Source: an optimization exercise on an open RTL-to-GDS flow (aim: small area and a short achievable clock period). Production flows keep margins and buffers that such runs may drop. Where RTL was checked, it was by simulation tests only, not by an equivalence proof against the original. No driver is modelled on the clock port, so clocking that relies on it looks cheaper here than on a real chip. No activity file was given, so power comes from the tool's default toggle rates.

Design Parameterized_ALU, start of the top module:
module Parameterized_ALU#(parameter N = 16)(
    input clk,
    input [N-1:0] A,
    input [N-1:0] B,
    input [3:0] ALU_Func,
    output reg [N-1:0] ALU_out,
    output reg Carry,
    output  Arith,
    output  Shift,
    output  CMP,
    output  Logic
    );
For scale: roughly 1800 cells after synthesis, ~17 flip-flops, about 58 I/O pins, roughly 10000 um2 of cells after synthesis.
export LEC_CHECK = 0
export ABC_AREA = 1
export CAP_MARGIN = 20
export CORE_MARGIN = 2
export CORE_UTILIZATION = 40
export SLEW_MARGIN = 20
create_clock -name core_clock -period 35.0 [get_ports {clk}]
standard.sh (not shown) runs the stock make flow with config.mk's settings and CLKGATE_MAP_FILE= SYNTH_SCRIPT=/design/flow/synth_recipe.tcl, a recipe that flattens the netlist after the stock synthesis.
==> flow/flow/run.sh <==
#!/bin/bash
set -euo pipefail
export SETUP_SLACK_MARGIN=10
bash standard.sh > standard.log 2>&1
Rerun with:
==> flow/run.sh (new file) <==
#!/bin/bash
# synth_recipe.tcl (not shown) runs the flow's synth.tcl, then flattens the netlist and writes it again
# the make line also repeats each setting of config.mk as NAME=value (left out here)
make -C /OpenROAD-flow-scripts/flow DESIGN_CONFIG=/design/flow/config.mk WORK_HOME=/design/flow/orfs CLKGATE_MAP_FILE= SYNTH_SCRIPT=/design/flow/synth_recipe.tcl finish
removed: flow/flow/run.sh
removed: flow/standard.sh
After rerunning: The changed run produced a clean layout. Global-route usage goes down by 0.23 points. Design area goes down by about a fifth. Routed wire length goes down by roughly a tenth. First-iteration DRC count goes down by about a fifth. Worst setup slack gets worse by 1800 ps. Sequential cell count is unchanged. Power goes down by a quarter to a third. Synthesized area does not change. Clock power stays flat. Die area does not change. Fmax goes down by a few percent.
Function was not checked in any run of this note: the RTL went through the layout flow alone.

========
Parameterized_ALU, a different RTL version from the one above (not shown whole).
Size: ~1,800 cells after synthesis, about 17 flip-flops, roughly 58 I/O pins, about 10,000 um2 of cells after synthesis.
clock: 35.0 ns
lec_check: 0
abc_area: 1
cap_margin: 20
core_margin: 2
core_utilization: 40
slew_margin: 20
==> flow/flow/run.sh <==
#!/bin/bash
# The standard layout, with the port buffers made of sky130_fd_sc_hd__buf_2 cells
# (the standard flow picks clkdlybuf4s50_1). Every port still gets its buffer.
set -euo pipefail
export BUFFER_PORTS_ARGS="-buffer_cell sky130_fd_sc_hd__buf_2"
bash standard.sh > standard.log 2>&1
The starting point completed with no timing, DRC or antenna violations.
==> next run, changes <==
==> flow/flow/run.sh (replaced) <==
#!/bin/bash
# The standard layout, with the port buffers made of sky130_fd_sc_hd__buf_2 cells
# (the standard flow picks clkdlybuf4s50_1; every port still gets its buffer), and one more
# timing repair after clock tree synthesis (flow/resize_cts.tcl).
set -euo pipefail
export BUFFER_PORTS_ARGS="-buffer_cell sky130_fd_sc_hd__buf_2"
bash standard.sh cts > standard_cts.log 2>&1
openroad -no_init -exit flow/resize_cts.tcl > resize_cts.log 2>&1
touch orfs/results/sky130hd/Parameterized_ALU/base/4_cts.sdc
bash standard.sh > standard.log 2>&1
==> flow/flow/resize_cts.tcl (new file) <==
# After clock tree synthesis: size up and buffer the slowest paths a little further than
# the standard flow's flow does (about 1.6 ns more setup slack at the design's clock period), then
# legalise the placement again. Registers keep their cell types (sizing only).
set results orfs/results/sky130hd/Parameterized_ALU/base
read_liberty $::env(FLOW_HOME)/platforms/sky130hd/lib/sky130_fd_sc_hd__tt_025C_1v80.lib
read_db $results/4_cts.odb
read_sdc $results/4_cts.sdc
source $::env(FLOW_HOME)/platforms/sky130hd/setRC.tcl
set_dont_use [list sky130_fd_sc_hd__probe_p_8 sky130_fd_sc_hd__probec_p_8 sky130_fd_sc_hd__lpflow_*]
estimate_parasitics -placement
set ws [expr [sta::worst_slack_cmd max] * 1e9]
puts "worst setup slack before: $ws ns"
report_design_area
repair_timing -setup -setup_margin [expr $ws + 1.6] -sequence "unbuffer,sizeup,swap,buffer" -repair_tns 100
detailed_placement
check_placement -verbose
estimate_parasitics -placement
puts "worst setup slack after: [expr [sta::worst_slack_cmd max] * 1e9] ns"
report_design_area
write_db $results/4_cts.odb
Outcome: The new run finished with timing, DRC and antenna clean; count of clock-buffer cells in the layout does not change; sequential share of layout area goes down by 0.15 points; die area stays the same; combinational power goes up by 4.4%; global-route usage goes up by 0.27 points; wire length goes up by 0.53%; critical path depth goes up by 4; cell area goes up by 4.9%; utilization goes up by 2.0 points; worst setup slack gets better by 1.7 ns; power goes up by 4.1%.
==> next run, changes <==
--- a/flow/flow/resize_cts.tcl
+++ b/flow/flow/resize_cts.tcl
@@ -1,4 +1,4 @@
 # After clock tree synthesis: size up and buffer the slowest paths a little further than
-# the standard flow's flow does (about 1.6 ns more setup slack at the design's clock period), then
+# the standard flow's flow does (about 1 ns more setup slack at the design's clock period), then
 # legalise the placement again. Registers keep their cell types (sizing only).
 set results orfs/results/sky130hd/Parameterized_ALU/base
@@ -12,5 +12,5 @@
 puts "worst setup slack before: $ws ns"
 report_design_area
-repair_timing -setup -setup_margin [expr $ws + 1.6] -sequence "unbuffer,sizeup,swap,buffer" -repair_tns 100
+repair_timing -setup -setup_margin [expr $ws + 1.0] -sequence "unbuffer,sizeup,swap,buffer" -repair_tns 100
 detailed_placement
 check_placement -verbose
Cell area fell by 3.0%; wire length barely changes; non-clock buffer count fell by 9.

re-timing with driven ports:
Ports are ideal in the flow. The routed layouts listed here were re-timed in OpenROAD. Step 1 sets driving cells, clkbuf_16 on the clock port and buf_2 on the other inputs (assumed; they add their load-dependent delay and slew). Step 2 moves the port delays by t, midway between the first and last clock arrival at a register: inputs arrive t later, outputs are due t later. That takes back most of the time a late clock gives input paths. Slacks: ideal / step 1 / step 2; pairs: ideal / step 1.
run | t, ns | slack for setup (ns) | worst setup path at the end | worst register clock-pin slew, ns | cell pins on the clock port's net
the first run of note 1 | 0.291 | 10.739 / 10.748 / 10.457 | input to register | 0.06 / 0.06 | 1
the second run of note 1 | 0.289 | 8.970 / 8.980 / 8.691 | input to register | 0.06 / 0.06 | 1
the first run of note 2 | 0.303 | 9.780 / 9.791 / 9.487 | input to register | 0.06 / 0.06 | 1
the second run of note 2 | 0.304 | 11.450 / 11.462 / 11.158 | input to register | 0.06 / 0.06 | 1
the third run of note 2 | 0.303 | 10.883 / 10.899 / 10.595 | input to register | 0.06 / 0.06 | 1
After both steps setup and hold are still met in every run listed. For the first run of note 2, which loses most, drivers alone change the setup slack by +0.011 ns; drivers and shift together by -0.293 ns.
